From an optimization exercise on the open Yosys and OpenROAD flow, aimed at small area and a short achievable clock period; shortcuts taken in it are not production practice. The RTL was checked by simulation tests, not by an equivalence proof against the original design. Power figures rest on the tool's default switching activity, not on a simulated workload.

## willow
## F_Mul
module F_Mul #(
    parameter DATA_W = 32
    )
   (
   input clk,
   input rst,
   input running,
   input [DATA_W-1:0] in0,
   input [DATA_W-1:0] in1,
   (* versat_latency = 4 *) output [DATA_W-1:0] out0
   );
Settings: LEC_CHECK=0, CAP_MARGIN=20, CORE_MARGIN=2, CORE_UTILIZATION=40, CTS_CLUSTER_DIAMETER=80, CTS_CLUSTER_SIZE=30, SLEW_MARGIN=20; clock period 10.0 ns.
standard.sh (not shown) runs the stock make flow with config.mk's settings and CLKGATE_MAP_FILE= SYNTH_SCRIPT=/design/flow/synth_recipe.tcl, a recipe that flattens the netlist after the stock synthesis.
==> flow/flow/run.sh <==
#!/bin/bash
# Standard ORFS flow with one extra step between synthesis and floorplan:
# flow/invpush.py re-polarises full adders in the synthesised netlist to drop
# the inverters Yosys' extract_fa leaves between them (registers untouched).
# Ports are buffered with buf_1 (resized later by repair) and timing repair
# aims for 5.5 ns of setup slack.
set -euo pipefail
R=$(pwd)/orfs/results/${FLOW_PLATFORM}/F_Mul/base
bash standard.sh "$R/1_2_yosys.v" > synth.log 2>&1
cp "$R/1_2_yosys.v" yosys_orig.v
python3 flow/invpush.py yosys_orig.v "$R/1_2_yosys.v" > invpush.log 2>&1
bash standard.sh finish SETUP_SLACK_MARGIN=5.5 BUFFER_PORTS_ARGS="-buffer_cell sky130_fd_sc_hd__buf_1" > layout.log 2>&1
==> flow/flow/invpush.py <==
#!/usr/bin/env python3
"""Re-polarise full adders in a mapped sky130 netlist to remove inverters.

A full adder is self-dual: FA(~a,~b,~c) = (~s, ~co).  Yosys' extract_fa leaves
an inverter on many adder-to-adder nets.  This pass chooses, for each fa cell,
whether it computes the true or the complemented outputs so that as few nets as
possible need an inverter, removes the inverters that only served the adder
network and adds one inverter per net that still needs the other polarity.
usage: invpush.py in.v out.v
"""
import re, sys, collections

src = open(sys.argv[1]).read()
m = re.search(r'\bmodule\s+(\S+)\s*\(', src)
body_start = src.index(';', m.end()) + 1
end = src.rindex('endmodule')
header = src[:body_start]
body = src[body_start:end]

cell_re = re.compile(r'^\s*(sky130_fd_sc_hd__\w+)\s+(\\\S+\s|\S+)\s*\((.*?)\);\s*$', re.S | re.M)
pin_re = re.compile(r'\.(\w+)\(\s*(.*?)\s*\)\s*(?:,|$)', re.S)

items = []      # ('text', str) or ('cell', [type, name, [(pin, net)]])
pos = 0
for cm in cell_re.finditer(body):
    if cm.start() > pos:
        items.append(('text', body[pos:cm.start()]))
    typ, name, pins = cm.group(1), cm.group(2).strip(), cm.group(3)
    pl = [(p, n.strip()) for p, n in pin_re.findall(pins)]
    items.append(('cell', [typ, name, pl]))
    pos = cm.end()
items.append(('text', body[pos:]))

ports = set()
for pm in re.finditer(r'^\s*(input|output)\s*(\[(\d+):(\d+)\])?\s*([^;]+);', src, re.M):
    names = [x.strip() for x in pm.group(5).split(',')]
    for nm in names:
        if pm.group(2):
            hi, lo = int(pm.group(3)), int(pm.group(4))
            for i in range(min(hi, lo), max(hi, lo) + 1):
                ports.add('%s[%d]' % (nm, i))
        ports.add(nm)

OUT = {'X', 'Y', 'Q', 'Q_N', 'SUM', 'COUT', 'HI', 'LO'}
def is_inv(t): return re.match(r'sky130_fd_sc_hd__(clk)?inv_\d+$', t) is not None
def is_buf(t): return re.match(r'sky130_fd_sc_hd__(clk)?buf_\d+$', t) is not None
def is_fa(t): return re.match(r'sky130_fd_sc_hd__fa_\d+$', t) is not None
def is_xor(t): return re.match(r'sky130_fd_sc_hd__x(n)?or2_\d+$', t) is not None

cells = [it[1] for it in items if it[0] == 'cell']
driver = {}
for ci, (t, n, pl) in enumerate(cells):
    for p, net in pl:
        if p in OUT:
            driver[net] = ci

# inverters that may be collapsed: output not a port
inv_in = {}
def collapsible(c):
    t, n, pl = c
    if not (is_inv(t) or is_buf(t)): return False
    d = dict(pl)
    return (d.get('Y', d.get('X')) not in ports)
for ci, c in enumerate(cells):
    if collapsible(c):
        d = dict(c[2])
        if is_inv(c[0]):
            inv_in[d['Y']] = (d['A'], 1)
        else:
            inv_in[d['X']] = (d['A'], 0)

def lit(net):
    par = 0
    seen = 0
    while net in inv_in and seen < 100:
        net, q = inv_in[net]; par ^= q; seen += 1
    return net, par

fas = [ci for ci, c in enumerate(cells) if is_fa(c[0]) or is_xor(c[0])]
infl = [is_fa(cells[ci][0]) for ci in fas]   # inputs flip too (full adders)
fa_idx = {ci: k for k, ci in enumerate(fas)}
phi = [0] * len(fas)
flippable = [True] * len(fas)
for k, ci in enumerate(fas):
    for p, net in cells[ci][2]:
        if p in OUT and net in ports:
            flippable[k] = False

# loads per base net: list of (cell index, pin, parity)
loads = collections.defaultdict(list)
for ci, (t, n, pl) in enumerate(cells):
    if collapsible(cells[ci]):
        continue
    for p, net in pl:
        if p in OUT: continue
        b, par = lit(net)
        loads[b].append((ci, p, par))

def base_phase(b):
    ci = driver.get(b)
    if ci is not None and ci in fa_idx:
        return phi[fa_idx[ci]]
    return 0

def need(b):
    """1 if base net b needs an inverted copy."""
    av = base_phase(b)
    for ci, p, par in loads[b]:
        req = par ^ (phi[fa_idx[ci]] if ci in fa_idx and infl[fa_idx[ci]] else 0)
        if req != av:
            return 1
    return 0

def touched(k):
    ci = fas[k]
    s = set()
    for p, net in cells[ci][2]:
        if p in OUT:
            s.add(net)
        elif infl[k]:
            s.add(lit(net)[0])
    return s

before = sum(need(b) for b in list(loads))
changed = True
it = 0
while changed and it < 50:
    changed = False; it += 1
    for k in range(len(fas)):
        if not flippable[k]: continue
        ts = touched(k)
        c0 = sum(need(b) for b in ts)
        phi[k] ^= 1
        c1 = sum(need(b) for b in ts)
        if c1 < c0:
            changed = True
        else:
            phi[k] ^= 1
import random
random.seed(1)
cur = sum(need(b) for b in list(loads))
best = cur; bestphi = list(phi)
flip_ok = [k for k in range(len(fas)) if flippable[k]]
T = 1.0
for step in range(300000):
    k = random.choice(flip_ok)
    ts = touched(k)
    c0 = sum(need(b) for b in ts)
    phi[k] ^= 1
    c1 = sum(need(b) for b in ts)
    d = c1 - c0
    if d <= 0 or random.random() < pow(2.718, -d / T):
        cur += d
        if cur < best:
            best = cur; bestphi = list(phi)
    else:
        phi[k] ^= 1
    T = max(0.02, 1.0 * (1 - step / 250000.0))
phi[:] = bestphi
after = sum(need(b) for b in list(loads))
n_old_inv = sum(1 for c in cells if collapsible(c))
sys.stderr.write("invpush: %d fa, %d flipped, collapsible inverters %d, inverted nets needed before %d after %d\n"
                 % (len(fas), sum(phi), n_old_inv, before, after))

# rebuild
newinv = {}
newwires = []
def inv_of(b):
    if b not in newinv:
        nm = '_invp%d_' % len(newinv)
        newinv[b] = nm
        newwires.append(nm)
    return newinv[b]

# nets driven by a flipped cell carry the complement now: rename them
ren = {}
for k, ci in enumerate(fas):
    if phi[k]:
        for p, net in cells[ci][2]:
            if p in OUT:
                ren[net] = '_ipn%d_' % len(ren)
                newwires.append(ren[net])
R = lambda x: ren.get(x, x)
for ci, (t, n, pl) in enumerate(cells):
    if collapsible(cells[ci]):
        continue
    newpl = []
    for p, net in pl:
        if p in OUT:
            newpl.append((p, R(net))); continue
        b, par = lit(net)
        req = par ^ (phi[fa_idx[ci]] if ci in fa_idx and infl[fa_idx[ci]] else 0)
        newpl.append((p, R(b) if req == base_phase(b) else inv_of(b)))
    cells[ci][2] = newpl
    if ci in fa_idx and phi[fa_idx[ci]] and is_xor(t):
        cells[ci][0] = t.replace('xnor2', 'XOR2').replace('xor2', 'xnor2').replace('XOR2', 'xor2')
        op = 'Y' if 'xnor2' in cells[ci][0] else 'X'
        cells[ci][2] = [(op if p in ('X', 'Y') else p, net) for p, net in cells[ci][2]]

def esc(x):
    return x + ' ' if x.startswith('\\') else x
out = [header]
out.append('\n' + ''.join('  wire %s;\n' % w for w in newwires))
k = 0
for kind, v in items:
    if kind == 'text':
        out.append(v)
    else:
        t, n, pl = v
        if collapsible(v):
            continue
        out.append('  %s %s (\n%s\n  );\n' % (t, n if not n.startswith('\\') else n + ' ', ',\n'.join('    .%s(%s)' % (p, esc(net)) for p, net in pl)))
for b, nm in newinv.items():
    out.append('  sky130_fd_sc_hd__inv_1 _invpc%s (\n    .A(%s),\n    .Y(%s)\n  );\n' % (nm[5:], esc(R(b)), nm))
out.append('endmodule\n')
open(sys.argv[2], 'w').write(''.join(out))
willow ended with every stage complete and zero timing, DRC or antenna violations.
[inputs] cedar vs willow
Settings: putting GPL_TIMING_DRIVEN at 0 where nothing was set.
diff --git a/flow/flow/run.sh b/flow/flow/run.sh
--- a/flow/flow/run.sh
+++ b/flow/flow/run.sh
@@ -10,3 +10,3 @@
 cp "$R/1_2_yosys.v" yosys_orig.v
 python3 flow/invpush.py yosys_orig.v "$R/1_2_yosys.v" > invpush.log 2>&1
-bash standard.sh finish SETUP_SLACK_MARGIN=5.5 BUFFER_PORTS_ARGS="-buffer_cell sky130_fd_sc_hd__buf_1" > layout.log 2>&1
+bash standard.sh finish SETUP_SLACK_MARGIN=5.4 BUFFER_PORTS_ARGS="-buffer_cell sky130_fd_sc_hd__buf_1" > layout.log 2>&1
diff --git a/flow/flow/invpush.py b/flow/flow/invpush.py
--- a/flow/flow/invpush.py
+++ b/flow/flow/invpush.py
@@ -46,4 +46,5 @@
 def is_buf(t): return re.match(r'sky130_fd_sc_hd__(clk)?buf_\d+$', t) is not None
 def is_fa(t): return re.match(r'sky130_fd_sc_hd__fa_\d+$', t) is not None
+def is_ha(t): return re.match(r'sky130_fd_sc_hd__ha_1$', t) is not None
 def is_xor(t): return re.match(r'sky130_fd_sc_hd__x(n)?or2_\d+$', t) is not None
 
@@ -77,6 +78,7 @@
     return net, par
 
-fas = [ci for ci, c in enumerate(cells) if is_fa(c[0]) or is_xor(c[0])]
-infl = [is_fa(cells[ci][0]) for ci in fas]   # inputs flip too (full adders)
+fas = [ci for ci, c in enumerate(cells) if is_fa(c[0]) or is_xor(c[0]) or is_ha(c[0])]
+infl = [is_fa(cells[ci][0]) or is_ha(cells[ci][0]) for ci in fas]   # inputs flip
+outfl = [not is_ha(cells[ci][0]) for ci in fas]                     # outputs flip
 fa_idx = {ci: k for k, ci in enumerate(fas)}
 phi = [0] * len(fas)
@@ -99,5 +101,5 @@
 def base_phase(b):
     ci = driver.get(b)
-    if ci is not None and ci in fa_idx:
+    if ci is not None and ci in fa_idx and outfl[fa_idx[ci]]:
         return phi[fa_idx[ci]]
     return 0
@@ -117,5 +119,5 @@
     for p, net in cells[ci][2]:
         if p in OUT:
-            s.add(net)
+            if outfl[k]: s.add(net)
         elif infl[k]:
             s.add(lit(net)[0])
@@ -176,5 +178,5 @@
 ren = {}
 for k, ci in enumerate(fas):
-    if phi[k]:
+    if phi[k] and outfl[k]:
         for p, net in cells[ci][2]:
             if p in OUT:
@@ -210,4 +212,9 @@
         if collapsible(v):
             continue
+        if is_ha(t) and cells.index(v) in fa_idx and phi[fa_idx[cells.index(v)]]:
+            d = dict(pl)
+            out.append('  sky130_fd_sc_hd__xor2_1 %s (\n    .A(%s),\n    .B(%s),\n    .X(%s)\n  );\n' % (n + '_hx' if not n.startswith('\\') else n + '_hx ', esc(d['A']), esc(d['B']), esc(d['SUM'])))
+            out.append('  sky130_fd_sc_hd__nor2_1 %s (\n    .A(%s),\n    .B(%s),\n    .Y(%s)\n  );\n' % (n + '_hn' if not n.startswith('\\') else n + '_hn ', esc(d['A']), esc(d['B']), esc(d['COUT'])))
+            continue
         out.append('  %s %s (\n%s\n  );\n' % (t, n if not n.startswith('\\') else n + ' ', ',\n'.join('    .%s(%s)' % (p, esc(net)) for p, net in pl)))
 for b, nm in newinv.items():
[summary]
On clock latency of the later-clocked register in the worst-skew pair, willow and cedar are neck and neck. willow has higher cell area than cedar. Between willow and cedar, overall track demand over capacity in global routing increased. willow and cedar ended up with nearly the same die area. Fraction of power consumed by sequential logic, willow and cedar: lower on willow. Taking willow as the reference point, the setup slack of cedar falls by 0.20 ns. Core utilization: cedar lower than willow. In cedar, clock buffer count is lower than in willow. Going from willow to cedar, clock buffer count from CTS shrinks by 3. For cedar, the library cell contributing the largest single delay on the critical path was sky130_fd_sc_hd__dfxtp_2, unlike willow, where it was sky130_fd_sc_hd__buf_1. When cedar is measured against willow, its non-filler instance count after layout turns out 45 lower. Per the final summary, cedar finished and its layout is clean on timing, DRC and antenna.
[inputs] lagoon vs cedar
Settings: a change of CTS_CLUSTER_DIAMETER from 80 to 60; a change of CTS_CLUSTER_SIZE from 30 to 35.
diff --git a/flow/flow/run.sh b/flow/flow/run.sh
--- a/flow/flow/run.sh
+++ b/flow/flow/run.sh
@@ -10,3 +10,3 @@
 cp "$R/1_2_yosys.v" yosys_orig.v
 python3 flow/invpush.py yosys_orig.v "$R/1_2_yosys.v" > invpush.log 2>&1
-bash standard.sh finish SETUP_SLACK_MARGIN=5.4 BUFFER_PORTS_ARGS="-buffer_cell sky130_fd_sc_hd__buf_1" > layout.log 2>&1
+bash standard.sh finish SETUP_SLACK_MARGIN=5.5 BUFFER_PORTS_ARGS="-buffer_cell sky130_fd_sc_hd__buf_1" > layout.log 2>&1
Findings:
- The total power of lagoon exceeds that of cedar by 0.13 mW.
- lagoon against cedar: first-iteration DRC count increased by 184 relative to the old numbers; number of clock-tree buffers in the layout +6; share of cells above drive strength 1 picked up an extra 1.7 points; area growth from synthesis to final layout shows an increase of 1.6 points.
- Fraction of power consumed by combinational cells (lower): lagoon
- Diff cedar -> lagoon: placer's final routability congestion estimate did not really move, time the final worst path needs with I/O delays and setup went down.
- Routed wire length: lagoon vs cedar, no meaningful difference
- Launching element of the worst setup path: running -> lagoon, bneg[4] -> cedar
- The higher cell-internal power came out of lagoon.
[inputs] umber vs lagoon
Settings: PLACE_DENSITY: unset -> 0.75; CTS_CLUSTER_SIZE: 35 -> 30; CTS_CLUSTER_DIAMETER: 60 -> 80.
Findings:
HPWL after detailed placement in umber vs lagoon: down about 2.2%. In the metrics for umber and lagoon, the one carrying the higher fraction of power consumed by combinational cells is umber. Compare umber and lagoon | maximum ir drop on the vdd rail higher: lagoon. | cell total after placement | lagoon vs umber | ≈ equal |. Of umber and lagoon, umber shows the lower net load switching power, with lagoon above it. lagoon has higher number of clock buffers in the layout than umber. Between umber and lagoon, violation count after the first detailed-routing iteration is higher for umber, lagoon comes in under that. Compared with lagoon, umber shows number of antenna violations at the first check in global routing lower by 1. Critical path depth, umber and lagoon, higher one = umber. umber finished every stage and its layout cleared the timing, design-rule and antenna checks. Post-detailed-routing wire length (lower): umber. Run comparison: umber launch point of the critical path btwo[2]; lagoon launch point of the critical path running.

## static timing again, ports no longer ideal
Ports are ideal in the flow. The routed layouts listed here were re-timed in OpenROAD.
Step 1 sets driving cells, clkbuf_16 on the clock port and buf_2 on the other inputs (assumed; they add their load-dependent delay and slew).
Step 2 also shifts input and output timing later by t, the mid clock arrival at the registers, as if the neighbouring blocks saw the same clock.
a / b / c = ideal ports / drivers / drivers and shift; a / b = the first two.
run	shift t [ns]	setup WS [ns]	worst slew at a driven data input, ns
willow	0.574	5.572 / 5.519 / 5.220	0.06
cedar	0.565	5.371 / 5.371 / 5.088	0.08
lagoon	0.587	5.575 / 5.523 / 5.336	0.08
umber	0.549	5.522 / 5.500 / 5.160	0.09
After both steps every run listed still meets setup and hold. The setup slack of umber, which loses most, moves by -0.022 ns with the drivers and by -0.362 ns with both steps.
